This design comes from an exercise in tuning for small area on the open sky130 flow, not from production work. In this exercise RTL edits were held to simulation tests only and were not proved equivalent to the original. Power figures rest on the tool's default switching activity, not on a simulated workload.

==> flow/design.v <==
`timescale 1ns / 10ps
module flex_counter #(
    parameter SIZE = 4
) (
    input logic clk,
    input logic n_rst,
    input logic clear,
    input logic count_enable,
    input logic [SIZE-1:0]rollover_val,
    output logic [SIZE-1:0]count_out,
    output logic rollover_flag
);
    logic [SIZE-1:0]curr_count;
    logic [SIZE-1:0]next_count;
    logic next_rollover_flag;
    always_ff @( posedge clk or negedge n_rst ) begin
        if(!n_rst) begin
            curr_count <= 0;
            rollover_flag <= 0;
        end else begin
            curr_count <= next_count;
            rollover_flag <= next_rollover_flag;
        end
    end
    always_comb begin
        next_count = curr_count;
        if(clear) begin
            next_count = 0;
        end else if(count_enable) begin
            if(curr_count >= rollover_val) begin
                next_count = 1;
            end else begin
                next_count = curr_count+1;
            end
        end
        next_rollover_flag = (next_count == rollover_val);
    end
    assign count_out = curr_count;
endmodule
`timescale 1ns / 10ps
module flex_sr #(
    parameter SIZE = 8,
    parameter MSB_FIRST = 0
) (
    input logic clk,
    input logic n_rst,
    input logic shift_enable,
    input logic load_enable,
    input logic serial_in,
    input logic [SIZE-1:0]parallel_in,
    output logic serial_out,
    output logic [SIZE-1:0]parallel_out
);
    logic [SIZE-1:0]sr_temp;
    logic [SIZE-1:0]sr_next;
    always_ff @(posedge clk, negedge n_rst) begin
        if(!n_rst) begin
            sr_temp <= {SIZE{1'b1}};
        end else begin
            sr_temp <= sr_next;
        end
    end
    always_comb begin
        if(load_enable) begin
            sr_next = parallel_in;
        end else if(shift_enable) begin
            if(MSB_FIRST) begin
                sr_next = {sr_temp[SIZE-2:0], serial_in};
            end else if(!MSB_FIRST) begin
                sr_next = {serial_in, sr_temp[SIZE-1:1]};
            end
        end else begin
            sr_next = sr_temp;
        end
    end
    assign serial_out = MSB_FIRST ? sr_temp[SIZE-1] : sr_temp[0];
    assign parallel_out = sr_temp;
endmodule
`timescale 1ns / 10ps
module bit_pd_counter (
    input clk, n_rst,
    input logic enable,
    input logic clear,
    output logic flag,
    output logic [3:0] count_out
);
  logic [1:0] cycle_ctr, next_cycle_ctr;
  logic [3:0] period_cnt, next_period_cnt;
  logic curr_flag, next_flag;
  logic [3:0] max_cnt;
  always @(posedge clk, negedge n_rst) begin
    if (!n_rst) begin
      cycle_ctr  <= 2'd0;
      period_cnt <= 4'd0;
      curr_flag     <= 1'b0;
    end
    else begin
      cycle_ctr  <= next_cycle_ctr;
      period_cnt <= next_period_cnt;
      curr_flag <= next_flag;
    end
  end
  always_comb begin
    next_cycle_ctr = cycle_ctr;
    next_period_cnt = period_cnt;
    max_cnt = (cycle_ctr == 2) ? 4'd8 : 4'd7;
    if(clear) begin
        next_cycle_ctr = 0;
        next_period_cnt = 0;
    end else if(enable) begin
        if(period_cnt == max_cnt) begin
            next_period_cnt = 4'h0;
            if(cycle_ctr == 2) begin
                next_cycle_ctr = 2'h0;
            end else begin
                next_cycle_ctr = cycle_ctr + 1;
            end
        end else begin
            next_period_cnt = period_cnt + 1;
        end
    end
    next_flag = (next_period_cnt == max_cnt);
  end
  assign count_out = period_cnt;
  assign flag = curr_flag;
endmodule
`timescale 1ns / 10ps
module encoder #(
) (
    input clk, n_rst,
    input logic serial_in,
    input logic shift_strobe,
    input logic send_eop,
    input logic [4:0]curr_state,
    output logic dp_out,
    output logic dm_out
);
    logic d_out, next_d, d_inv, next_d_inv;
    always_ff @(posedge clk, negedge n_rst) begin
        if(!n_rst) begin
            d_out <= 1'b1;
            d_inv <= 1'b0;
        end else begin
            d_out <= next_d;
            d_inv <= next_d_inv;
        end
    end
    always_comb begin
        next_d = d_out;
        next_d_inv = d_inv;
        if (shift_strobe && (curr_state==5'h9 || curr_state==5'd10 || curr_state==5'd11)) begin
            next_d = 1'b0;
            next_d_inv = 1'b0;
        end else if(shift_strobe) begin
            next_d = serial_in ? d_out : ~d_out;
            next_d_inv = ~next_d;
        end
    end
    assign dp_out = d_out;
    assign dm_out = d_inv;
endmodule
`timescale 1ns / 10ps
module tx_timer (
    input clk, n_rst,
    input logic timer_en, timer_clr,
    output logic byte_done,
    output logic bit_done,
    output logic shift_strobe,
    output logic [3:0] pd_count, bit_count
);
    logic flag1, flag2;
    logic [3:0]count1, count2;
    bit_pd_counter bit_pd(
        .clk(clk), 
        .n_rst(n_rst),
        .enable(timer_en),
        .clear(timer_clr),
        .flag(flag1),
        .count_out(count1)
    );
    flex_counter #(
        .SIZE(4)
    ) bit_counter(
        .clk(clk),
        .n_rst(n_rst),
        .clear(timer_clr),
        .count_enable(flag1),
        .rollover_val(4'h8),
        .rollover_flag(flag2),
        .count_out(count2)
    );
    assign byte_done = (count1==4'h6) ? flag2 : 1'b0;
    assign shift_strobe = flag1;
    assign bit_done = flag1;
    assign pd_count = count1;
    assign bit_count = count2;
endmodule
`timescale 1ns / 10ps
module txcu #(
) (
    input clk, n_rst,
    input logic [7:0] tx_packet_data,
    input logic [6:0] buffer_occupancy,
    input logic [2:0] tx_packet,
    input logic byte_done,  bit_done,
    input logic [3:0]pd_count, bit_count,
    output logic [7:0] data_to_send,
    output logic timer_en, timer_clr,
    output logic load_en,
    output logic send_eop,
    output logic tx_transfer_active,
    output logic get_tx_packet_data,
    output logic tx_error,
    output logic [4:0]curr_state
);
typedef enum logic [4:0] {IDLE, EIDLE, LOAD_SYNC, SEND_SYNC, LOAD_PID, SEND_PID, FETCH_TX_DATA, LOAD_TX_DATA, SEND_TX_DATA, WAIT_EOP, SEND_EOP1, SEND_EOP2, END_TX, LOAD_CRC1, SEND_CRC1, LOAD_CRC2, SEND_CRC2} state_t;
typedef enum logic [2:0] {OUT, IN, DATA0, DATA1, ACK, NAK, STALL} tx_packet_type;
state_t state, next_state;
localparam [7:0]SYNC_DATA = 8'b00000001;
localparam [7:0]DATA0_PID = 8'b11000011;
localparam [7:0]DATA1_PID = 8'b01001011;
localparam [7:0]ACK_PID = 8'b11010010;
localparam [7:0]NAK_PID = 8'b01011010;
localparam [7:0]STALL_PID = 8'b00011110;
always_ff @(posedge clk, negedge n_rst) begin : state_logic
    if(!n_rst) begin
        state <= IDLE;
        tx_transfer_active <= 0;
    end else begin
        state <= next_state;
        tx_transfer_active <= (next_state!=IDLE && next_state!=EIDLE && next_state!=END_TX);
    end
end
always_comb begin : next_state_logic
    next_state = state;
    case (state)
        IDLE: begin
            if((tx_packet == DATA0 || tx_packet == DATA1) && buffer_occupancy == 7'h0) begin
                next_state = EIDLE;
            end else if(((tx_packet == DATA0 || tx_packet == DATA1) && buffer_occupancy != 7'h0) || tx_packet == ACK || tx_packet == NAK || tx_packet == STALL)begin
                next_state = LOAD_SYNC;
            end else begin
                next_state = IDLE;
            end
        end
        LOAD_SYNC: next_state = SEND_SYNC;
        SEND_SYNC: next_state = byte_done ? LOAD_PID : SEND_SYNC;
        LOAD_PID: next_state = SEND_PID;
        SEND_PID: begin
            if(pd_count==4'h4 && bit_count==4'h8) begin
                next_state = (tx_packet==DATA0 || tx_packet==DATA1) ? FETCH_TX_DATA : SEND_PID;
            end else if (byte_done) begin
                next_state = WAIT_EOP;
            end else begin
                next_state = SEND_PID;
            end
        end
        FETCH_TX_DATA: next_state = LOAD_TX_DATA;
        LOAD_TX_DATA: next_state = SEND_TX_DATA;
        SEND_TX_DATA: begin
            if(buffer_occupancy != 0) begin
                next_state = (pd_count==4'h4 && bit_count==4'h8) ? FETCH_TX_DATA : SEND_TX_DATA;
            end else begin
                next_state = (pd_count==4'h5 && bit_count==4'h8) ? LOAD_CRC1 : SEND_TX_DATA;
            end
        end
        LOAD_CRC1: next_state = SEND_CRC1;
        SEND_CRC1: next_state = (pd_count==4'h5 && bit_count==4'h8) ? LOAD_CRC2 : SEND_CRC1;
        LOAD_CRC2: next_state = SEND_CRC2;
        SEND_CRC2: next_state = byte_done ? WAIT_EOP : SEND_CRC2;
        WAIT_EOP: next_state = bit_done ? SEND_EOP1 : WAIT_EOP;
        SEND_EOP1: next_state = bit_done ? SEND_EOP2 : SEND_EOP1;
        SEND_EOP2: next_state = bit_done ? END_TX : SEND_EOP2;
        END_TX: next_state = tx_packet==3'h7 ? IDLE : END_TX;
        EIDLE: begin
            if((tx_packet == DATA0 || tx_packet == DATA1) && buffer_occupancy == 7'h0) begin
                next_state = EIDLE;
            end else if (((tx_packet == DATA0 || tx_packet == DATA1) && buffer_occupancy != 7'h0) || tx_packet == ACK || tx_packet == NAK || tx_packet == STALL) begin
                next_state = LOAD_SYNC;
            end else begin
                next_state = EIDLE;
            end
        end
        default: next_state = state;
    endcase
end
always_comb begin : output_block
    data_to_send = 8'h1;
    timer_en = 0;
    timer_clr = 0;
    load_en = 0;
    send_eop = 0;
    case(state)
        IDLE: begin
            data_to_send = 8'h1;
            timer_en = 0;
            load_en = 0;
            send_eop = 0;
            timer_clr = 1'b1;
        end
        LOAD_SYNC: begin
            data_to_send = SYNC_DATA;
            timer_en = 1'b1;
            timer_clr = 1'b0;
            load_en = 1'b1;
        end
        SEND_SYNC: begin
            load_en = 1'b0;
            timer_en = 1'b1;
        end
        LOAD_PID: begin
            load_en = 1'b1;
            timer_en = 1'b1;
            case(tx_packet)
                DATA0: data_to_send = DATA0_PID;
                DATA1: data_to_send = DATA1_PID;
                ACK: data_to_send = ACK_PID;
                NAK: data_to_send = NAK_PID;
                STALL: data_to_send = STALL_PID;
                default: data_to_send = 8'b11111111;
            endcase
        end
        SEND_PID:  begin
            load_en = 1'b0;
            timer_en = 1'b1;
            case(tx_packet)
                DATA0: data_to_send = DATA0_PID;
                ACK: data_to_send = ACK_PID;
                NAK: data_to_send = NAK_PID;
                STALL: data_to_send = STALL_PID;
                default: data_to_send = 8'b11111111;
            endcase
        end
        FETCH_TX_DATA:  begin
            timer_en = 1'b1;
        end
        LOAD_TX_DATA:  begin
            load_en = 1'b1;
            data_to_send = tx_packet_data;
            timer_en = 1'b1;
        end
        SEND_TX_DATA:  begin
            load_en = 1'b0;
            data_to_send = tx_packet_data;
            timer_en = 1'b1;
        end
        LOAD_CRC1:  begin
            load_en = 1'b1;
            data_to_send = 8'h55;
            timer_en = 1'b1;
        end
        SEND_CRC1:  begin
            load_en = 1'b0;
            data_to_send = 8'h55;
            timer_en = 1'b1;
        end
        LOAD_CRC2:  begin
            load_en = 1'b1;
            data_to_send = 8'h55;
            timer_en = 1'b1;
        end
        SEND_CRC2:  begin
            load_en = 1'b0;
            data_to_send = 8'h55;
            timer_en = 1'b1;
        end
        WAIT_EOP:  begin
            load_en = 1'b0;
            send_eop = 1'b0;
            timer_en = 1'b1;
        end
        SEND_EOP1:  begin
            load_en = 1'b0;
            send_eop = 1'b1;
            timer_en = 1'b1;
        end
        SEND_EOP2:  begin
            load_en = 1'b0;
            send_eop = 1'b1;
            timer_en = 1'b1;
        end
        END_TX: begin
            data_to_send = 8'h1;
            timer_en = 0;
            load_en = 0;
            send_eop = 0;
            timer_clr = 1'b1;
        end
        EIDLE:  begin
            data_to_send = 8'h1;
            timer_en = 0;
            load_en = 0;
            send_eop = 0;
        end
        default: begin
            data_to_send = 8'hFF;
            timer_en = 0;
            load_en = 0;
            send_eop = 0;
            timer_clr = 0;
        end
    endcase
end
assign curr_state = state;
assign get_tx_packet_data = state==FETCH_TX_DATA;
assign tx_error = state==EIDLE;
endmodule
`timescale 1ns / 10ps
module usb_tx (
    input clk, n_rst,
    input logic [7:0] tx_packet_data,
    input logic [6:0] buffer_occupancy,
    input logic [2:0] tx_packet,
    output logic dp_out, dm_out,
    output logic tx_transfer_active, tx_error, get_tx_packet_data
);
    logic byte_done, timer_en, timer_clr, load_en, send_eop, shift_strobe, sr_to_stuffer, bit_done; 
    logic [7:0]data_to_send;
    logic [4:0]curr_state;
    logic [3:0]pd_count, bit_count;
    txcu fsm_ctrl(
        .clk(clk),
        .n_rst(n_rst),
        .tx_packet_data(tx_packet_data),
        .buffer_occupancy(buffer_occupancy),
        .tx_packet(tx_packet),
        .byte_done(byte_done),
        .bit_done(bit_done),
        .pd_count(pd_count),
        .bit_count(bit_count),
        .data_to_send(data_to_send),
        .timer_en(timer_en), 
        .timer_clr(timer_clr),
        .load_en(load_en),
        .send_eop(send_eop),
        .tx_transfer_active(tx_transfer_active),
        .get_tx_packet_data(get_tx_packet_data),
        .tx_error(tx_error),
        .curr_state(curr_state)
    );
    tx_timer timer(
        .clk(clk), 
        .n_rst(n_rst),
        .timer_en(timer_en), 
        .timer_clr(timer_clr),
        .byte_done(byte_done),
        .bit_done(bit_done),
        .shift_strobe(shift_strobe),
        .pd_count(pd_count),
        .bit_count(bit_count)
    );
    flex_sr #(
        .SIZE(8),
        .MSB_FIRST(0)
    ) pts_register (
        .clk(clk),
        .n_rst(n_rst),
        .shift_enable(shift_strobe),
        .load_enable(load_en),
        .serial_in(1'b1),
        .parallel_in(data_to_send),
        .serial_out(sr_to_stuffer),
        .parallel_out()
    );
    encoder encoder_module(
        .clk(clk), 
        .n_rst(n_rst),
        .serial_in(sr_to_stuffer),
        .shift_strobe(shift_strobe),
        .curr_state(curr_state),
        .send_eop(send_eop),
        .dp_out(dp_out),
        .dm_out(dm_out)
    );
endmodule
`timescale 1ns / 10ps
module bit_pd_counter_rx (
    input clk, n_rst,
    input logic enable,
    input logic clear, restart,
    output logic flag,
    output logic [3:0] count_out
);
  logic [1:0] cycle_ctr, next_cycle_ctr;
  logic [3:0] period_cnt, next_period_cnt;
  logic curr_flag, next_flag;
  logic [3:0] max_cnt;
  always @(posedge clk, negedge n_rst) begin
    if (!n_rst) begin
      cycle_ctr  <= 2'd0;
      period_cnt <= 4'd0;
      curr_flag     <= 1'b0;
    end else if (restart) begin
      cycle_ctr  <= 2'd0;
      period_cnt <= 4'd0;
      curr_flag     <= 1'b0;
    end
    else begin
      cycle_ctr  <= next_cycle_ctr;
      period_cnt <= next_period_cnt;
      curr_flag <= next_flag;
    end
  end
  always_comb begin
    next_cycle_ctr = cycle_ctr;
    next_period_cnt = period_cnt;
    max_cnt = (cycle_ctr == 2) ? 4'd8 : 4'd7;
    if(clear) begin
        next_cycle_ctr = 0;
        next_period_cnt = 0;
    end else if(enable) begin
        if(period_cnt == max_cnt) begin
            next_period_cnt = 4'h0;
            if(cycle_ctr == 2) begin
                next_cycle_ctr = 2'h0;
            end else begin
                next_cycle_ctr = cycle_ctr + 1;
            end
        end else begin
            next_period_cnt = period_cnt + 1;
        end
    end
    next_flag = (next_period_cnt == max_cnt);
  end
  assign count_out = period_cnt;
  assign flag = curr_flag;
endmodule
`timescale 1ns / 10ps
module decoder #(
) (
    input clk, n_rst,
    input logic dp_in, dm_in,
    input logic sample_en, restart,
    output logic d_orig, error, end_packet
);
    logic prev_dp, prev_dm, next_d_orig;
    always_ff @(posedge clk, negedge n_rst) begin
        if (!n_rst) begin
            prev_dp <= 1;
            prev_dm <= 0;
            d_orig <= 0;
        end else if (restart) begin
            prev_dp <= 1;
            prev_dm <= 0;
            d_orig <= 0;
        end else if (sample_en) begin
            prev_dp <= dp_in;
            prev_dm <= dm_in;
            d_orig <= next_d_orig;
        end
    end
    always_comb begin
        next_d_orig = d_orig;
        end_packet = 0;
        error = 0;
        if (sample_en) begin
        if (dp_in == !dm_in) begin
            next_d_orig = (dp_in == prev_dp) ? 1 : 0;
        end else if ((dp_in == dm_in) && (dp_in == 0)) begin
            if ((dp_in == prev_dp) && (dp_in == prev_dm)) 
                end_packet = 1;
            else if (prev_dp == prev_dm)
                error = 1;
        end
        end
    end
endmodule
`timescale 1ns / 10ps
module flex_counter_rx #(
    parameter SIZE = 4
) (
    input logic clk,
    input logic n_rst,
    input logic clear,
    input logic count_enable, restart,
    input logic [SIZE-1:0]rollover_val,
    output logic [SIZE-1:0]count_out,
    output logic rollover_flag
);
    logic [SIZE-1:0]curr_count;
    logic [SIZE-1:0]next_count;
    logic next_rollover_flag;
    always_ff @( posedge clk or negedge n_rst ) begin
        if(!n_rst) begin
            curr_count <= 0;
            rollover_flag <= 0;
        end else if (restart) begin
            curr_count <= 0;
            rollover_flag <= 0;
        end else begin
            curr_count <= next_count;
            rollover_flag <= next_rollover_flag;
        end
    end
    always_comb begin
        next_count = curr_count;
        if(clear) begin
            next_count = 0;
        end else if(count_enable) begin
            if(curr_count >= rollover_val) begin
                next_count = 1;
            end else begin
                next_count = curr_count+1;
            end
        end
        next_rollover_flag = (next_count == rollover_val);
    end
    assign count_out = curr_count;
endmodule
`timescale 1ns / 10ps
module flex_sr_rx #(
    parameter SIZE = 8,
    parameter MSB_FIRST = 0
) (
    input logic clk,
    input logic n_rst,
    input logic shift_enable,
    input logic load_enable,
    input logic serial_in, restart,
    input logic [SIZE-1:0]parallel_in,
    output logic serial_out,
    output logic [SIZE-1:0]parallel_out
);
    logic [SIZE-1:0]sr_temp;
    logic [SIZE-1:0]sr_next;
    always_ff @(posedge clk, negedge n_rst) begin
        if(!n_rst) begin
            sr_temp <= {SIZE{1'b0}};
        end else if (restart) begin
            sr_temp <= {SIZE{1'b0}};
        end else begin
            sr_temp <= sr_next;
        end
    end
    always_comb begin
        if(load_enable) begin
            sr_next = parallel_in;
        end else if(shift_enable) begin
            if(MSB_FIRST) begin
                sr_next = {sr_temp[SIZE-2:0], serial_in};
            end else if(!MSB_FIRST) begin
                sr_next = {serial_in, sr_temp[SIZE-1:1]};
            end
        end else begin
            sr_next = sr_temp;
        end
    end
    assign serial_out = MSB_FIRST ? sr_temp[SIZE-1] : sr_temp[0];
    assign parallel_out = sr_temp;
endmodule
`timescale 1ns / 10ps
module rx_cu #(
) (
    input clk, n_rst,
    input logic [7:0] byte_reg,
    input logic end_packet, error,
    input logic valid_byte,
    input logic shift_strobe,
    input logic [6:0] buffer_occupancy,
    output logic start_count, restart,
    output logic [7:0] rx_packet_data,
    output logic rx_transfer_active, rx_error, rx_store_packet_data,
    output logic rx_data_ready, flush,
    output logic [2:0] rx_packet
);
    typedef enum logic [4:0] { IDLE, PID, DATA, WAIT, TOKEN, ACK, ERROR, EOP, WAIT1, WAIT2, WAIT3, WAIT4, WAIT5,WAITB,EIDLE, WAITA, WAITC, WAITD, WAITE, WAITF } states;
    states state, next_state;
    logic prev_valid, nxt_valid, prev_prev_valid, nxt_prev_valid, prev_prev_prev_valid;
    logic [1:0] token_byte_cnt;
    logic err, n_err, prev_end_packet, next_rx_data_ready;
    logic [2:0] next_rx_packet;
    always_ff @(posedge clk, negedge n_rst) begin
        if (!n_rst) begin
            state <= IDLE;
            prev_valid <= '0;
            prev_prev_valid <= 0;
            prev_prev_prev_valid <= 0;
            prev_end_packet <= 0;
            rx_packet <= 3'd7;
            rx_data_ready <= 0;
            err <= 0;
        end else if (restart) begin
            state <=  IDLE;
            prev_valid <= '0;
            prev_prev_valid <= 0;
            prev_prev_prev_valid <= 0;
            prev_end_packet <= 0;
            rx_packet <= 3'd7;
            rx_data_ready <= 0;
            err <= n_err;
        end else begin
            state <= next_state;
            prev_valid <= nxt_valid;
            prev_prev_valid <= nxt_prev_valid;
            prev_prev_prev_valid <= prev_prev_valid;
            prev_end_packet <= end_packet;
            rx_packet <= next_rx_packet;
            rx_data_ready <= next_rx_data_ready;
            err <= n_err;
        end
    end
    always_comb begin: valid
        nxt_valid = prev_valid;
        nxt_prev_valid = prev_prev_valid;
        if (shift_strobe) begin
            nxt_valid = valid_byte;
            nxt_prev_valid = prev_valid;
        end 
        if (prev_prev_valid == 1)
            nxt_prev_valid = 0;
    end
    always_comb begin : next_state_logic
        next_state = state;
        case(state) 
            EIDLE: begin
                if (prev_prev_prev_valid) begin
                    if (byte_reg == 8'h01) 
                        next_state = PID;
                end else 
                    next_state = EIDLE;
            end
            IDLE: begin
                if (byte_reg == 8'hc0) begin
                    next_state = ERROR;
                end
                if (prev_prev_prev_valid) begin
                    if (byte_reg == 8'h01) begin
                        next_state = PID;
                    end
                end else 
                    next_state = IDLE;
            end
            PID: begin
                if (end_packet)
                    next_state = ERROR;
                else begin
                    if (prev_prev_valid) begin
                        if (byte_reg[3:0] == 4'd3 || byte_reg[3:0] == 4'd11) begin
                            next_state = DATA;
                        end else if (byte_reg[3:0] == 4'd1 || byte_reg[3:0] == 4'd2 || byte_reg[3:0] == 4'd4) begin
                            next_state = TOKEN;
                        end else begin
                            next_state = ERROR;
                        end
                    end else begin
                        next_state = PID;
                end
                end
            end
            TOKEN: begin
                if (end_packet)
                    next_state = EOP;
                else
                    next_state = TOKEN;
            end
            ACK: begin
                if (end_packet)
                    next_state = EOP;
                else
                    next_state = TOKEN;
            end
            DATA: begin
                if (!prev_end_packet) begin
                    if (prev_prev_valid) begin
                        if (buffer_occupancy == 7'd64) begin
                            next_state = ERROR;
                        end else begin
                            next_state = WAIT;
                        end
                    end else begin
                        next_state = DATA;
                    end
                end else begin
                    next_state = EOP;
                end
            end
            WAIT: begin
                if (prev_end_packet || end_packet) begin
                    next_state = EOP;
                end else if (buffer_occupancy == 7'd64) begin
                    next_state = WAITA;
                end else
                    next_state = DATA;
            end
            WAITA: begin
                    next_state = WAITB;
            end
            WAITB: begin
                next_state = WAITC;
            end
            WAITC: begin
                next_state = WAITD;
            end
            WAITD: begin
                next_state =WAITE;
            end
            WAITE: begin
                next_state = WAITF;
            end
            WAITF: begin
                if (!end_packet && buffer_occupancy == 7'd64) 
                    next_state = ERROR;
                else
                    next_state = WAIT;
            end
            EOP: begin
                next_state = WAIT1;
            end
            ERROR: begin
                next_state = WAIT1;
            end
            WAIT1: next_state = WAIT2;
            WAIT2: next_state = WAIT3;
            WAIT3: next_state = WAIT4;
            WAIT4: next_state = WAIT5;
            WAIT5: next_state = IDLE;
            default: begin
                next_state = IDLE;
            end
        endcase
    end
    always_comb begin : output_logic
        next_rx_packet = rx_packet;
        rx_packet_data = 0;
        rx_store_packet_data = 0;
        flush = 0;
        next_rx_data_ready = rx_data_ready;
        start_count = 0;
        rx_transfer_active = 0;
        rx_error = 0;
        restart = 0;
        n_err = err;
        case(state)
            EIDLE: begin
                if (prev_prev_prev_valid) begin
                    if (byte_reg == 8'h01) begin
                        start_count = 1;
                        n_err = 0;
                    end
                end
                else begin
                    start_count = 0;
                end
            end
            IDLE: begin
                n_err = 0;
                if (prev_prev_prev_valid) begin
                    if (byte_reg == 8'h01) begin
                        start_count = 1;
                    end
                end
                else begin
                    start_count = 0;
                end
            end
            PID: begin
                if (prev_prev_valid) begin
                    rx_transfer_active = 1;
                    case (byte_reg ) 
                        8'b11100001: next_rx_packet = 3'd0;
                        8'b11010011: next_rx_packet = 3'd1;
                        8'b11000011: next_rx_packet = 3'd2;
                        8'b01001011: next_rx_packet = 3'd3;
                        8'b11010010: next_rx_packet = 3'd4;
                        default: begin 
                            next_rx_packet = 3'd7;
                        end
                    endcase
                    if (byte_reg[3:0] == 4'd3 || byte_reg[3:0] == 4'd11) begin
                        flush = 1;
                    end else begin
                        flush = 0;
                    end
                end else begin
                    rx_transfer_active = 0;
                end
            end
            TOKEN: begin
                rx_transfer_active = 1;
            end
            DATA: begin
                flush = 0;
                rx_transfer_active = 1;
                if (!prev_end_packet) begin
                    if (prev_prev_valid) begin
                        if (buffer_occupancy < 7'd64) begin
                            rx_store_packet_data = 1;
                            rx_packet_data = byte_reg;
                        end
                    end
                end
            end
            WAIT: begin
                rx_transfer_active = 1;
                rx_store_packet_data = 0;
            end
            WAITA: begin
                rx_transfer_active = 1;
            end
            WAITB: begin
                rx_transfer_active = 1;
            end
            WAITC: begin
                rx_transfer_active = 1;
            end
            WAITD: begin
                rx_transfer_active = 1;
            end
            WAITE: begin
                rx_transfer_active = 1;
            end
            WAITF: begin
                rx_transfer_active = 1;
            end
            ERROR:  begin rx_error = 1;
                    n_err = 1;
                    rx_transfer_active = 0;
            end
            EOP: begin
                next_rx_data_ready = 1;
                rx_transfer_active = 0;
            end
            WAIT5: restart = 1;
            default: begin
            end
        endcase
    end
endmodule
`timescale 1ns / 10ps
module rx_timer #(
) (
    input clk, n_rst,
    input logic timer_en, timer_clr, restart,
    output logic byte_done, shift_strobe, bit_done,
    output logic [3:0] pd_count, bit_count
);
    logic flag1, flag2;
    logic [3:0] count1, count2;
    bit_pd_counter_rx pd (
        .clk(clk),
        .n_rst(n_rst),
        .restart(restart),
        .enable(timer_en),
        .clear(timer_clr),
        .flag(flag1),
        .count_out(count1)
    );
    flex_counter_rx count (
        .clk(clk),
        .n_rst(n_rst),
        .restart(restart),
        .clear(timer_clr),
        .count_enable(flag1),
        .rollover_val(4'h8),
        .rollover_flag(flag2),
        .count_out(count2)
    );
    assign shift_strobe = flag1;
    assign bit_done = flag1;
    assign byte_done = flag2;
    assign pd_count = count1;
    assign bit_count = count2;
endmodule
`timescale 1ns / 10ps
module usb_rx #(
) (
    input clk, n_rst,
    input logic dp_in, dm_in,
    input logic [6:0] buffer_occupancy,
    output logic flush,
    output logic rx_data_ready, rx_transfer_active, rx_error, rx_store_packet_data,
    output logic [7:0] rx_packet_data, 
    output logic [2:0] rx_packet
);
    logic d_orig, error, end_packet;
    logic [7:0] input_data, byte_reg;
    logic unused, serial_out;
    logic shift_enable;
    logic valid_byte, start_count;
    logic bit_done, unused3;
    logic [3:0] pd_count, bit_count, unused1, unused2;
    logic restart;
    decoder nrzi (
        .clk(clk),
        .n_rst(n_rst),
        .restart(restart),
        .dp_in(dp_in),
        .dm_in(dm_in),
        .sample_en(shift_enable),
        .d_orig(d_orig),
        .error(error),
        .end_packet(end_packet)
    );
    flex_sr_rx #(.MSB_FIRST(0)) bit_shift (
        .clk(clk),
        .n_rst(n_rst),
        .restart(restart),
        .shift_enable(shift_enable),
        .load_enable(1'b0),
        .serial_in(d_orig),
        .parallel_in(8'b0),
        .serial_out(serial_out),
        .parallel_out(input_data)
    );
    assign unused = serial_out;
    always_ff @(posedge clk, negedge n_rst) begin
        if (!n_rst)
            byte_reg <= 8'b0;
        else if (restart)
            byte_reg <= 8'b0;
        else    
            byte_reg <= input_data;
    end
    rx_cu rcu (
        .clk(clk),
        .n_rst(n_rst),
        .restart(restart),
        .byte_reg(byte_reg),
        .end_packet(end_packet),
        .error(error),
        .valid_byte(valid_byte),
        .shift_strobe(shift_enable),
        .buffer_occupancy(buffer_occupancy),
        .start_count(start_count),
        .rx_packet_data(rx_packet_data),
        .rx_transfer_active(rx_transfer_active),
        .rx_error(rx_error),
        .rx_store_packet_data(rx_store_packet_data),
        .rx_data_ready(rx_data_ready),
        .flush(flush),
        .rx_packet(rx_packet)
    );
    logic temp;
    assign temp = error || start_count;
    rx_timer timer (
        .clk(clk),
        .n_rst(n_rst),
        .restart(restart),
        .timer_en(1'b1),
        .timer_clr(temp),
        .bit_done(bit_done),
        .shift_strobe(shift_enable),
        .byte_done(valid_byte),
        .pd_count(pd_count),
        .bit_count(bit_count)
    );
    assign unused1 = pd_count;
    assign unused2 = bit_count;
    assign unused3 = bit_done;
endmodule
`timescale 1ns / 10ps
module data_buffer #(
) (
    input clk, n_rst,
    input logic flush, clear,
    input logic get_rx_data, get_tx_packet_data,
    input logic store_tx_data, store_rx_packet_data,
    input logic [7:0] tx_data, rx_packet_data,
    output logic [6:0] buffer_occupancy,
    output logic [7:0] tx_packet_data, rx_data
);
    logic [63:0][7:0] curr_reg;
    logic [63:0][7:0] next_reg;
    logic [5:0] curr_read_ptr, curr_write_ptr, next_read_ptr, next_write_ptr;
    logic [6:0]curr_occupancy, next_occupancy;
    logic [7:0] curr_tx_packet_data, next_tx_packet_data, curr_rx_data, next_rx_data;
    always_ff @(posedge clk, negedge n_rst) begin
        if(!n_rst) begin
            curr_reg <= '0;
            curr_write_ptr <= 6'h0;
            curr_read_ptr <= 6'h0;
            curr_occupancy <= 7'h0;
            curr_tx_packet_data <= 8'd0;
            curr_rx_data <= 8'd0;
        end else begin
            curr_reg <= next_reg;
            curr_write_ptr <= next_write_ptr;
            curr_read_ptr <= next_read_ptr;
            curr_occupancy <= next_occupancy;
            curr_tx_packet_data <= next_tx_packet_data;
            curr_rx_data <= next_rx_data;
        end
    end
    always_comb begin : _WRITE
        next_reg = curr_reg;
        next_write_ptr = curr_write_ptr;
        if(clear || flush) begin
            next_write_ptr = 6'h0;
        end else if(curr_occupancy < 7'd64) begin
            if(store_tx_data) begin
                next_reg[curr_write_ptr] = tx_data;
                next_write_ptr = curr_write_ptr == 6'd63 ? 6'd0 : curr_write_ptr + 1;
            end else if(store_rx_packet_data) begin
                next_reg[curr_write_ptr] = rx_packet_data;
                next_write_ptr = curr_write_ptr == 6'd63 ? 6'd0 : curr_write_ptr + 1;
            end
        end
    end
    always_comb begin : _OCCUPANCY
        next_occupancy = curr_occupancy;
        if (clear || flush) begin
            next_occupancy = 7'd0;
        end else begin
            if ((store_tx_data||store_rx_packet_data) && !(get_tx_packet_data||get_rx_data)) begin
                next_occupancy = (curr_occupancy<7'd64) ? curr_occupancy+7'd1 : 7'd64;
            end else if ((get_tx_packet_data||get_rx_data) && !(store_tx_data||store_rx_packet_data)) begin
                next_occupancy = (curr_occupancy>0) ? curr_occupancy-7'd1 : 7'd0;
            end
        end
    end
    always_comb begin : _READ
        next_tx_packet_data = curr_tx_packet_data;
        next_rx_data = curr_rx_data;
        next_read_ptr = curr_read_ptr;
        if(clear || flush) begin
            next_read_ptr = 6'd0;
        end else if(get_tx_packet_data) begin
            next_tx_packet_data = curr_reg[curr_read_ptr];
            next_read_ptr = curr_read_ptr == 6'd63 ? 6'd0 : curr_read_ptr + 1;
        end else if(get_rx_data) begin
            next_rx_data = curr_reg[curr_read_ptr];
            next_read_ptr = curr_read_ptr == 6'd63 ? 6'd0 : curr_read_ptr + 1;
        end
    end
    assign tx_packet_data = curr_tx_packet_data;
    assign rx_data = curr_rx_data;
    assign buffer_occupancy = curr_occupancy;
endmodule
`timescale 1ns / 10ps
module hready_controller (
    input logic clk, 
    input logic n_rst,
    output logic hready,
    output logic hresp,
    output logic [3:0] regadd,
    output logic write_tx,
    output logic store_tx_data,
    output logic get_rx_data,
    input logic hwrite,
    input logic [3:0] haddr,
    input logic [1:0] hsize,
    input logic hsel,
    input logic [3:0] curr_addr,
    input logic [1:0] htrans
);
    typedef enum logic [5:0] {
        IDLE, EIDLE1, EIDLE2, WRITE0_DATA, WRITE1_DATA, WRITE1_MEM, WRITE1_NEXTTX, WRITE1_TX,
        WRITE2_DATA, WRITE2_MEM, WRITE2_NEXTTX1, WRITE2_NEXTTX2, WRITE2_TX,
        WRITE4_DATA, WRITE4_MEM, WRITE4_NEXTTX1, WRITE4_NEXTTX2, WRITE4_NEXTTX3, WRITE4_NEXTTX4, WRITE4_TX,
        READ0_DATA, READ1_DATA, READ1_NEXTMEM, READ1_MEM, READ1_HRDATA, 
        READ2_DATA, READ2_NEXTMEM1, READ2_NEXTMEM2, READ2_MEM, READ2_HRDATA,
        READ4_DATA, READ4_NEXTMEM1, READ4_NEXTMEM2, READ4_NEXTMEM3, READ4_NEXTMEM4, READ4_MEM, READ4_HRDATA
    } state_t;
    logic next_hready, next_hresp, next_get_rx_data, next_store_tx_data;
    state_t state, next_state;
    always_ff @( posedge clk, negedge n_rst ) begin : hready_state
        if(!n_rst) begin
            state <= IDLE;
            hready <= 1'b1;
            hresp <= 1'b0;
            get_rx_data <= 1'b0;
            store_tx_data <= 1'b0;
        end else begin
            state <= hsel ? next_state : IDLE;
            get_rx_data <= hsel ? next_get_rx_data : 1'b0;
            store_tx_data <= hsel ? next_store_tx_data : 1'b0;
            hready <= hsel ? next_hready : 1'b1;
            hresp <= hsel ? next_hresp : 1'b0;
        end        
    end
    always_comb begin : state_logic
        next_state = state;
        regadd = 4'h9;
        next_hready = 1'b0;
        next_hresp = 1'b0;
        next_store_tx_data = 1'b0;
        next_get_rx_data = 1'b0;
        write_tx = 1'b0;
        case (state)
            IDLE: begin
                next_hready = 1'b1;
                if((haddr == 4'd9 | haddr == 4'd10 | haddr == 4'd11 | haddr == 4'd14 | haddr == 4'd15) | 
                    (hwrite & ~(haddr == 4'b0 | haddr == 4'b1 | haddr == 4'd2 | haddr == 4'd3 | haddr == 4'd12 | haddr == 4'd13)) | 
                    (hwrite & haddr == 4'hC & hsize == 2'b10)) begin
                        next_state = EIDLE1;
                        next_hresp = 1'b1;
                        next_hready = 1'b0;
                end
                else if(!hwrite && haddr > 4'h3) begin 
                    next_state = IDLE;
                    next_hready = 1'b1;
                end
                else if(!hwrite && hsize == 2'b0 && haddr < 4'h4) begin
                    next_state = READ1_DATA;
                    next_get_rx_data = 1'b1;
                    next_hready = 1'b0;
                end
                else if(!hwrite && hsize == 2'b1 && (haddr == 4'b0 || haddr == 4'h2)) begin
                    next_state = READ2_DATA;
                    next_get_rx_data = 1'b1;
                    next_hready = 1'b0;
                end
                else if(!hwrite && hsize == 2'b10 && haddr == 4'b0) begin
                    next_state = READ4_DATA;
                    next_get_rx_data = 1'b1;
                    next_hready = 1'b0;
                end
                else if(hwrite && haddr > 4'h3) begin
                    next_state = WRITE0_DATA;
                    next_hready = 1'b0;
                end
                else if(hwrite && hsize == 2'b0 && haddr < 4'h4) begin
                    next_state = WRITE1_DATA;
                    next_hready = 1'b0;
                end
                else if(hwrite && hsize == 2'b1 && (haddr == 4'b0 || haddr == 4'h2)) begin
                    next_state = WRITE2_DATA;
                    next_hready = 1'b0;
                end
                else if(hwrite && hsize == 2'b10 && haddr == 4'b0) begin
                    next_state = WRITE4_DATA;
                    next_hready = 1'b0;
                end
                if(!hsel || htrans == 2'b0) begin
                    next_hready = 1'b1;
                    next_state = IDLE;
                    next_get_rx_data = 1'b0;
                    next_store_tx_data = 1'b0;
                    next_hresp = 1'b0;
                end
            end
            EIDLE1: begin
                next_hresp = 1'b1;
                next_hready = 1'b1;
                next_state = EIDLE2;
            end
            EIDLE2: begin
                next_hready = 1'b1;
                next_hresp = 1'b0;
                next_state = IDLE;
            end
            READ0_DATA: begin
                next_hready = 1'b1;
                next_state = IDLE;
            end
            READ1_DATA: begin
                next_get_rx_data = 1'b0;
                next_state = READ1_NEXTMEM;
            end
            READ1_NEXTMEM: begin
                regadd = curr_addr;
                next_state = READ1_MEM;
            end
            READ1_MEM: begin
                next_state = READ1_HRDATA;
            end
            READ1_HRDATA: begin 
                next_hready = 1'b1;
                next_state = IDLE;
            end
            READ2_DATA: begin
                next_get_rx_data = 1'b1;
                next_state = READ2_NEXTMEM1;
            end
            READ2_NEXTMEM1: begin
                next_get_rx_data = 1'b0;
                regadd = curr_addr;
                next_state = READ2_NEXTMEM2;
            end
            READ2_NEXTMEM2: begin
                regadd = curr_addr+4'b1;
                next_state = READ2_MEM;
            end
            READ2_MEM: next_state = READ2_HRDATA;
            READ2_HRDATA: begin 
                next_hready = 1'b1;
                next_state = IDLE;
            end
            READ4_DATA: begin
                next_get_rx_data = 1'b1;
                next_state = READ4_NEXTMEM1;
            end
            READ4_NEXTMEM1: begin
                next_get_rx_data = 1'b1;
                next_state = READ4_NEXTMEM2;
                regadd = curr_addr;
            end
            READ4_NEXTMEM2: begin
                next_get_rx_data = 1'b1;
                next_state = READ4_NEXTMEM3;
                regadd = curr_addr + 4'b1;
            end
            READ4_NEXTMEM3: begin
                next_get_rx_data = 1'b0;
                next_state = READ4_NEXTMEM4;
                regadd = curr_addr + 4'b10;
            end
            READ4_NEXTMEM4: begin
                regadd = curr_addr + 4'b11;
                next_state = READ4_MEM;
            end
            READ4_MEM: next_state = READ4_HRDATA;
            READ4_HRDATA: begin 
                next_hready = 1'b1;
                next_state = IDLE;
            end
            WRITE0_DATA: begin 
                next_hready = 1'b1;
                next_state = IDLE;
            end
            WRITE1_DATA: begin
                next_state = WRITE1_MEM;
            end
            WRITE1_MEM: next_state = WRITE1_NEXTTX;
            WRITE1_NEXTTX: begin
                regadd = curr_addr;
                write_tx = 1'b1;
                next_state = WRITE1_TX;
                next_store_tx_data = 1'b1;
            end
            WRITE1_TX: begin
                next_store_tx_data = 1'b0;
                next_hready = 1'b1;
                next_state = IDLE;
            end
            WRITE2_DATA: next_state = WRITE2_MEM;
            WRITE2_MEM: next_state = WRITE2_NEXTTX1;
            WRITE2_NEXTTX1: begin
                regadd = curr_addr;
                write_tx = 1'b1;
                next_state = WRITE2_NEXTTX2;
                next_store_tx_data = 1'b1;
            end
            WRITE2_NEXTTX2: begin
                regadd = curr_addr + 4'b1;
                next_state = WRITE2_TX;
                write_tx = 1'b1;
                next_store_tx_data = 1'b1;
            end
            WRITE2_TX: begin
                next_store_tx_data = 1'b0;
                next_state = IDLE;
                next_hready = 1'b1;
            end
            WRITE4_DATA: next_state = WRITE4_MEM;
            WRITE4_MEM: next_state = WRITE4_NEXTTX1;
            WRITE4_NEXTTX1: begin
                regadd = curr_addr;
                write_tx = 1'b1;
                next_state = WRITE4_NEXTTX2;
                next_store_tx_data = 1'b1;
            end
            WRITE4_NEXTTX2: begin
                regadd = curr_addr + 4'b1;
                write_tx = 1'b1;
                next_store_tx_data = 1'b1;
                next_state = WRITE4_NEXTTX3;
            end
            WRITE4_NEXTTX3: begin
                regadd = curr_addr + 4'h2;
                write_tx = 1'b1;
                next_store_tx_data = 1'b1;
                next_state = WRITE4_NEXTTX4;
            end
            WRITE4_NEXTTX4: begin
                regadd = curr_addr + 4'h3;
                write_tx = 1'b1;
                next_store_tx_data = 1'b1;
                next_state = WRITE4_TX;
            end
            WRITE4_TX: begin
                next_store_tx_data = 1'b0;
                next_hready = 1'b1;
                next_state = IDLE;
            end
            default: next_state = IDLE;
        endcase
    end
endmodule
`timescale 1ns / 10ps
module ahb_subordinate_lite (
    input logic clk,
    input logic n_rst,
    input logic hsel,
    input logic [3:0] haddr,
    input logic [1:0] hsize,
    input logic [1:0] htrans,
    input logic hwrite,
    input logic [31:0] hwdata,
    output logic [31:0] hrdata,
    output logic hresp,
    output logic hready,
    input logic [2:0] rx_packet,
    input logic rx_data_ready,
    input logic rx_transfer_active,
    input logic rx_error,
    output logic d_mode,
    input logic [6:0] buffer_occupancy,
    input logic [7:0] rx_data,
    output logic get_rx_data,
    output logic store_tx_data,
    output logic [7:0] tx_data,
    output logic clear,
    output logic [2:0] tx_packet,
    input logic tx_transfer_active,
    input logic tx_error,
    input logic [2:0] hburst
    );
    logic [3:0] txreg;
    /*verilator lint_off UNUSEDSIGNAL*/
    logic [15:0][7:0] mem,next_mem;
    logic write_tx;
    /*verilator lint_on UNUSEDSIGNAL*/
    logic [3:0] prev_addr, curr_addr;
    logic [1:0] prev_size, curr_size;
    hready_controller hrcu(.clk(clk), .n_rst(n_rst), .hready(hready), .hresp(hresp), 
                            .regadd(txreg), .write_tx(write_tx), .store_tx_data(store_tx_data), .hsel(hsel), .htrans(htrans),
                            .get_rx_data(get_rx_data), .hwrite(hwrite), .haddr(haddr), .curr_addr(prev_addr), .hsize(hsize));
    logic [31:0] next_hrdata;
    logic [7:0] next_tx_data;
    logic prev_hwrite, prev_write, curr_write;
    logic [3:0] prev_write_addr, write_addr;
    logic [1:0] prev_write_size, write_size;
    logic prev_tx_active, prev_get_rx_data;
    assign d_mode = tx_transfer_active;
    assign clear = mem[13][0];
    always_comb begin
        case (mem[12])
            8'd1: tx_packet = 3'd2;
            8'd2: tx_packet = 3'd3;
            8'd3: tx_packet = 3'd4;
            8'd4: tx_packet = 3'd5;
            8'd5: tx_packet = 3'd6; 
            default: tx_packet = 3'd7;
        endcase
        next_tx_data = 8'b0;
        curr_addr = prev_addr;
        curr_size = prev_size;
        curr_write = prev_write;
        if(txreg < 4'h4) next_tx_data = mem[txreg][7:0];
        if(hsel && hready) begin
            curr_addr = haddr;
            curr_size = hsize;
            curr_write = hwrite;
        end
    end
    always_ff @( posedge clk, negedge n_rst ) begin : ready_stuff
        if(!n_rst) begin
            prev_addr <= 4'h9;
            prev_size <= 2'b0;
            prev_write <= 1'b0;
        end else begin
            prev_write <= curr_write;
            prev_addr <= curr_addr;
            prev_size <= curr_size;
        end
    end
    always_comb begin : read_logic
        next_hrdata = hrdata;
        if(hsel) begin
            next_hrdata = 32'b0;
            if(hready) begin
                if(!hwrite && !(hresp)) begin  
                    next_hrdata[31:0] = 32'b0;
                    if(hsize == 2'b0) begin
                        next_hrdata[haddr[1:0]*8 +: 8] = mem[haddr];
                    end
                    if(hsize == 2'b1) begin
                        next_hrdata[haddr[1:0]*8 +: 16] = {mem[haddr+4'b1], mem[haddr]};
                    end
                    if(hsize == 2'b10 && haddr <= 4'd12) begin
                        next_hrdata[31:0] = {mem[haddr+4'b11], mem[haddr+4'b10], mem[haddr+4'b1], mem[haddr]};
                    end
                end
            end
            if(~hready) begin
                if(!prev_write && !hresp) begin
                    if(prev_size == 2'b0) begin
                        next_hrdata[prev_addr[1:0]*8 +: 8] = mem[prev_addr];
                    end
                    if(prev_size == 2'b1) begin
                        next_hrdata[prev_addr[1:0]*8 +: 16] = {mem[prev_addr+4'b1], mem[prev_addr]};
                    end
                    if(prev_size == 2'b10 && prev_addr <= 4'd12) begin
                        next_hrdata[31:0] = {mem[prev_addr+4'b11], mem[prev_addr+4'b10], mem[prev_addr+4'b1], mem[prev_addr]};
                    end
                end
            end
        end
    end
    always_comb begin : write_logic
        next_mem = mem;
        if((tx_transfer_active == 1'b0 && prev_tx_active == 1'b1) || tx_error == 1'b1) next_mem[12] = 8'b0;
        if(hsel) begin
            if(prev_hwrite && (prev_write_addr < 4'd4 || prev_write_addr == 4'd12 || prev_write_addr == 4'd13)) begin
                if(prev_write_size == 2'b0) begin
                    next_mem[prev_write_addr] = hwdata[prev_write_addr[1:0]*8 +: 8];
                end
                if(prev_write_size == 2'b1) begin
                    next_mem[prev_write_addr] = hwdata[prev_write_addr[1:0]*8 +: 8];
                    next_mem[prev_write_addr+4'b1] = hwdata[prev_write_addr[1:0]*8+8 +: 8];
                end
                if(prev_write_size == 2'b10) begin
                    next_mem[prev_write_addr] = hwdata[7:0];
                    next_mem[prev_write_addr+4'b1] = hwdata[15:8];
                    next_mem[prev_write_addr+4'b10] = hwdata[23:16];
                    next_mem[prev_write_addr+4'b11] = hwdata[31:24];
                end
                if(prev_write_addr == 4'd13 || (prev_write_addr == 4'd12 && prev_write_size!=0)) begin
                end
            end
        end
        write_addr = 4'h9;
        write_size = 2'b0;
        if(hsel && htrans != 0 && hwrite) begin
            write_addr = haddr;
            write_size = hsize;
        end
        else if(hsel && htrans != 0 && hwrite == 1'b0) begin
            write_addr = 4'hF;
        end
        if(prev_get_rx_data) begin
            next_mem[txreg] = rx_data;
        end
        if(mem[13][0] == 1'b1) begin
            next_mem[13] = 8'b0;
        end
    end
    always_ff @(posedge clk, negedge n_rst) begin : write_ff
        if(!n_rst) begin
            prev_write_addr <= 4'b0;
            prev_hwrite <= 1'b0;
            prev_write_size <= 2'b0;
            prev_tx_active <= 1'b0;
            prev_get_rx_data <= 1'b0;
        end
        else begin
            prev_tx_active <= tx_transfer_active;
            prev_get_rx_data <= get_rx_data;
            prev_write_addr <= (hready == 1'b0) ? prev_write_addr : write_addr;
            prev_write_size <= (hready == 1'b0) ? prev_write_size : write_size;
            prev_hwrite <= (hready == 1'b0) ? prev_hwrite : hwrite;
        end
    end
    always_ff @( posedge clk, negedge n_rst ) begin : registers_ff
        if(!n_rst) begin
            mem <= '0;
            hrdata <= 32'b0;
            tx_data <= 8'b0;
        end
        else begin
            hrdata <= next_hrdata;
            tx_data <= next_tx_data;
            mem[0] <= next_mem[0];
            mem[1] <= next_mem[1];
            mem[2] <= next_mem[2];
            mem[3] <= next_mem[3];
            mem[4][0] <= rx_data_ready;
            mem[4][1] <= rx_packet == 3'b1;  
            mem[4][2] <= rx_packet == 3'b0;  
            mem[4][3] <= rx_packet == 3'd4;  
            mem[4][4] <= rx_packet == 3'd2;  
            mem[4][5] <= rx_packet == 3'd3;  
            mem[4][7:6] <= 2'b0;
            mem[5] <= {6'b0, tx_transfer_active, rx_transfer_active};
            mem[6] <= {7'b0, rx_error};
            mem[7] <= {7'b0, tx_error};
            mem[8] <= {1'b0, buffer_occupancy};
            mem[9] <= 8'b0;  
            mem[10] <= 8'b0;  
            mem[11] <= 8'b0;  
            mem[12] <= next_mem[12];  
            mem[13] <= next_mem[13];  
            mem[14] <= 8'b0;  
            mem[15] <= 8'b0;  
        end
    end
endmodule
`timescale 1ns / 10ps
module top_level #(
) (
    input logic clk,
    input logic n_rst,
    input logic hsel,
    input logic [3:0] haddr,
    input logic [1:0] hsize,
    input logic [1:0] htrans,
    input logic hwrite,
    input logic [31:0] hwdata,
    output logic [31:0] hrdata,
    output logic hresp,
    output logic hready,
    input logic dp_in,
    input logic dm_in,
    output logic d_mode,
    output logic dp_out,
    output logic dm_out
);
    logic [6:0] occupancy;
    logic rx_transfer_active, rx_data_ready, rx_error;
    logic [2:0] rx_packet, tx_packet;
    logic flush;
    logic [7:0] rx_data, tx_data;
    logic get_rx_data, store_tx_data;
    logic clear;
    logic [7:0] tx_packet_data, rx_packet_data;
    logic store_rx_packet_data, get_tx_packet_data;
    logic tx_transfer_active, tx_error;
    ahb_subordinate_lite ahb(
        .clk(clk),
        .n_rst(n_rst),
        .hsel(hsel),
        .haddr(haddr),
        .hsize(hsize),
        .htrans(htrans),
        .hwrite(hwrite),
        .hwdata(hwdata),
        .hrdata(hrdata),
        .hready(hready),
        .hresp(hresp),
        .rx_packet(rx_packet),
        .rx_data_ready(rx_data_ready),
        .rx_transfer_active(rx_transfer_active),
        .rx_error(rx_error),
        .d_mode(d_mode),
        .buffer_occupancy(occupancy),
        .rx_data(rx_data),
        .get_rx_data(get_rx_data),
        .store_tx_data(store_tx_data),
        .tx_data(tx_data),
        .clear(clear),
        .tx_packet(tx_packet),
        .tx_transfer_active(tx_transfer_active),
        .tx_error(tx_error),
        .hburst(3'b000)
    );
    data_buffer buffer(
        .clk(clk),
        .n_rst(n_rst),
        .flush(flush),
        .clear(clear),
        .get_rx_data(get_rx_data),
        .get_tx_packet_data(get_tx_packet_data),
        .store_tx_data(store_tx_data),
        .store_rx_packet_data(store_rx_packet_data),
        .tx_data(tx_data),
        .rx_packet_data(rx_packet_data),
        .buffer_occupancy(occupancy),
        .tx_packet_data(tx_packet_data),
        .rx_data(rx_data)
    );
    usb_tx transmitter(
        .clk(clk),
        .n_rst(n_rst),
        .tx_packet_data(tx_packet_data),
        .buffer_occupancy(occupancy),
        .tx_packet(tx_packet),
        .dp_out(dp_out),
        .dm_out(dm_out),
        .tx_transfer_active(tx_transfer_active),
        .tx_error(tx_error),
        .get_tx_packet_data(get_tx_packet_data)
    );
    usb_rx rx (
        .clk(clk),
        .n_rst(n_rst),
        .dp_in(dp_in),
        .dm_in(dm_in),
        .buffer_occupancy(occupancy),
        .flush(flush),
        .rx_data_ready(rx_data_ready),
        .rx_error(rx_error),
        .rx_store_packet_data(store_rx_packet_data),
        .rx_packet(rx_packet),
        .rx_packet_data(rx_packet_data),
        .rx_transfer_active(rx_transfer_active)
    );
endmodule
==> flow/run.sh <==
#!/bin/bash
# synth_recipe.tcl (not shown) runs the flow's synth.tcl, then flattens the netlist and writes it again
# the make line also repeats each setting of config.mk as NAME=value (left out here)
make -C /OpenROAD-flow-scripts/flow DESIGN_CONFIG=/design/flow/config.mk WORK_HOME=/design/flow/orfs CLKGATE_MAP_FILE= SYNTH_SCRIPT=/design/flow/synth_recipe.tcl finish
==> flow/config.mk <==
export PLATFORM = sky130hd
export DESIGN_NAME = top_level
export DESIGN_NICKNAME = top_level
export VERILOG_FILES = /design/flow/design.v
export SDC_FILE = /design/flow/constraint.sdc
export NUM_CORES = 4
export LEC_CHECK = 0
export CAP_MARGIN = 20
export CORE_MARGIN = 2
export CORE_UTILIZATION = 40
export SLEW_MARGIN = 20
==> flow/constraint.sdc <==
create_clock -name core_clock -period 10.0 [get_ports {clk}]
set_input_delay 2.0000 -clock core_clock [delete_from_list [all_inputs] [get_ports {clk}]]
set_output_delay 2.0000 -clock core_clock [all_outputs]
set_load 0.01 [all_outputs]
==> results.txt <==
-- power groups by stage --
stage / logic, mW / clock network [mW] / registers (mW)
after CTS: 3.12 / 3.27 / 3.84
after global routing: 3.44 / 3.40 / 3.88
final: 3.21 / 3.20 / 3.86
after floorplan: 2.31 / 0 / 3.49
after global placement: 3.09 / 0 / 3.89
after detailed placement: 3.10 / 0 / 3.89
-- worst register-to-register path, cell delays in order (launching register included) --
cell and delay [ps]:
dfrtp_1 830, inv_1 180, nor2_1 220, and3_1 230, inv_1 60, fa_1 470, o221ai_1 280, buf_4 300
clkinv_1 300, ha_1 370, or3_1 510, a211oi_1 400, and2_1 470, mux2_2 390, o21ai_0 70
-- logic make-up (layout without fill, tap and decap cells) --
logic type	Yosys count	count (layout)	share of synthesized area, %
buffers and inverters	502	401	4.31
AND/OR/NAND/NOR	1702	1702	17.0
XOR/XNOR	32	32	0.683
flip-flops	749	749	40.3
AO/OA/AOI/OAI	1567	1567	20.8
multiplexers	487	487	15.7
adder cells (fa/ha/maj)	43	43	1.17
-- cells in the final DEF (no fill, tap or decap), drive strengths merged, types with 79 or more instances in the layout --
| cell type | n |
|---|---|
| nand2 | 783 |
| dfrtp | 733 |
| o21ai | 647 |
| nor2 | 343 |
| a21oi | 274 |
| mux2 | 198 |
| mux4 | 174 |
| nand3 | 132 |
| clkbuf | 127 |
| mux2i | 115 |
| nor3 | 101 |
| o22ai | 97 |
| buf | 92 |
| a22oi | 79 |
-- area by class of cell --
type | count | area share [%]
multi-input cells | 3831 | 50.5
flip-flops and latches | 749 | 36.7
clock buffers | 127 | 4.76
well taps | 1524 | 3.73
repair buffers | 169 | 2.92
clock inverters | 27 | 0.815
inverters | 78 | 0.573
-- layer usage --
metal / GRT usage, % / share of wire (%) / vias to the layer above
met2: 43.9 / 46 / 1863
met1: 37.9 / 42 / 20400
met5: 0 / 0 / -
li1: - / - / 18400
met4: 13.4 / 5.4 / 0
met3: 4.38 / 7.4 / 453
-- stage by stage --
stage,power [mW],setup slack [ps]
global route,10.7,4490
finish,10.3,4870
detailed placement,6.99,4370
floorplan,5.80,5590
CTS,10.2,5000
global placement,6.98,4450
-- final timing paths --
check / start / to / cells past startpoint
max reg2reg: ahb.hrcu.state[1] / ahb.mem[30] / 14
min in group asynchronous: n_rst / ahb.prev_write_addr[1] / 1
min: rx.rcu.rx_data_ready / ahb.mem[32] / 0
min reg2reg: rx.rcu.rx_data_ready / ahb.mem[32] / 0
max: ahb.hrcu.state[1] / ahb.mem[30] / 14
max in group asynchronous: n_rst / buffer.curr_reg[300] / 3
==> results.sh <==
export IMPL_critical_path_n_buffers_inverters=4
export IMPL_cts_buffers=83
export IMPL_antenna_violating_nets_post_route=0
export IMPL_clockBufferDepth=3
export IMPL_synthesis_area_per_instance_um2=9.15
export IMPL_timing_critical_path_slowest_stage_cell="dfrtp_1"
export IMPL_timing_slew_headroom_pct=23.7
export IMPL_netlist_area_mm2=0.0465
export IMPL_post_synth_most_frequent_cells="nand2_1, dfrtp_1, o21ai_0"
export IMPL_final_cell_area_mm2=0.0511
export IMPL_post_synth_num_cell_types=103
export IMPL_die_width_um=345
export IMPL_crit_path_frequent_cell="inv_1"
export IMPL_totalNegativeSetupSlack_ps=0
export IMPL_rsz0062_at_grt="no"
export IMPL_synthArstFlopShare_pct=100
export IMPL_cts_resized=0
export IMPL_max_freq_mhz=195
export IMPL_final_cell_count_no_fill=6505
export IMPL_switchingPower_mw=3.97
export IMPL_postSynthRegisterBits=749
export IMPL_netlist_area_leader_share_pct=39.4
export IMPL_holdCritPathClass="reg2reg"
export IMPL_syn_instance_count=5082
export IMPL_synth_top_cells_by_area="dfrtp_1, mux4_2, o21ai_0"
export IMPL_largest_register_ff_count=512
export IMPL_comb_power_share_pct=31.2
export IMPL_p_int_mw=6.31
export IMPL_hpwl_after_dpl_um=118000
export IMPL_drt_vias_per_instance=6.31
export IMPL_cts_root_cell="clkbuf_16"
export IMPL_swShare_pct=38.6
export IMPL_first_global_vias=39600
export IMPL_max_cap_viol_count=0
export IMPL_grt_first_pass_wirelength_um=258000
export IMPL_cellPowerDensity_mw_per_mm2=201
export IMPL_finClkSkew_ps=32.4
export IMPL_clock_latency_ps=680
export IMPL_detail_route_drc_violations=0
export IMPL_cts_sink_count=749
export IMPL_synth_net_count=5171
export IMPL_chipHeight_um=345
export IMPL_htreeDepth=3
export IMPL_final_layout_size_suffix_gt1_share_pct=14.4
export IMPL_leakagePower_nw=20.7
export IMPL_hold_violations=0
export IMPL_syn_to_final_growth_pct=9.88
export IMPL_multi_input_area_mm2=0.0258
export IMPL_regToRegSetupSlack_ps=4870
export IMPL_finish_net_count=5001
export IMPL_placed_cells_incl_taps=6349
export IMPL_routed_length_per_instance_um=26.0
export IMPL_fill_cells=11300
export IMPL_regArea_mm2=0.0188
export IMPL_peakVddDrop_v=0.000146
export IMPL_postLayoutCoreUtil_pct=44.2
export IMPL_yosys_most_used_dff="dfrtp_1"
export IMPL_antenna_found_initial=3
export IMPL_yosys_cell_count_top_type="nand2_1"
export IMPL_maximum_net_fanout_on_the_critical_path=26
export IMPL_grtUsageTotal_pct=27.9
export IMPL_core_area_mm2=0.116
export IMPL_clk_transition_reported_paths_ps=60
export IMPL_synthesis_yosys_warnings=14
export IMPL_power_frac_seq_pct=37.6
export IMPL_worst_ep_required_time_ps=10590
export IMPL_buffer_ports_inserted=82
export IMPL_crit_path_cell_trace="inv_1 > nor2_1 > and3_1 > inv_1 > fa_1 > o221ai_1 > buf_4 > clkinv_1 > ha_1 > or3_1 > a211oi_1 > and2_1 > mux2_2 > o21ai_0"
export IMPL_synth_top_area_cell="dfrtp_1"
export IMPL_status="timing/DRC/antenna clean"
export IMPL_placed_cell_area_mm2=0.0482
export IMPL_tightestPinTransition_ps=1120
export IMPL_grt_max_degree=172
export IMPL_synth_edf_count=0
export IMPL_critPathMaxStageDelay_ps=830
export IMPL_cp_end_kind="flop"
export IMPL_clock_power_share_pct=31.2
export IMPL_report_final_setup_viol=0
export IMPL_start_util_pct=40.2
export IMPL_timing_critical_path_max_delay_family="simple AND/OR/NAND/NOR gates"
export IMPL_worstSetupPathType="reg2reg"
export IMPL_cts_hold_buffers_added=0
export IMPL_gp_routability_congestion=1.01
export IMPL_fp_dieArea_mm2=0.119
export IMPL_timing_final_crit_share_pct=51.3
export IMPL_cts_setup_buffers=0
export IMPL_arrival_time_at_the_worst_endpoint_ps=5710
export IMPL_row_count=125
export IMPL_via_count=41100
export IMPL_drt_initial_drc_count=4810
export IMPL_report_final_slew_viol_count=0
export IMPL_drt_total_wl_um=169000
export IMPL_final_hold_worst_slack_ps=416
export IMPL_cts_tree="built"
export IMPL_num_io_pins=83
export IMPL_fin_crit_ps=5130
export IMPL_synth_seq_area_share_pct=40.3
export IMPL_residual_overflow_from_global_routing=0
export IMPL_timing_critical_path_from_type="flop"
export IMPL_insertedDiodeCount=0
export IMPL_detail_route_first_pass_iterations=8

-- afterwards: timing with drivers on the ports --
Ports are ideal in the flow. The routed layout listed here was re-timed in OpenROAD. Step 1, drivers: a clkbuf_16 drives clk and a buf_2 each remaining input, both assumed. Step 2 also shifts input and output timing later by t, the mid clock arrival at the registers, as if the neighbouring blocks saw the same clock. Slacks: no drivers / after step 1 / after step 2; pairs: no drivers / after step 1.
shift t [ns]: 0.730
setup WS [ns]: 4.875 / 4.875 / 4.322
pins driven straight from the clock port: 1
After both steps this run still meets setup and hold. For this run, drivers alone change the setup slack by 0.000 ns; drivers and shift together by -0.553 ns.
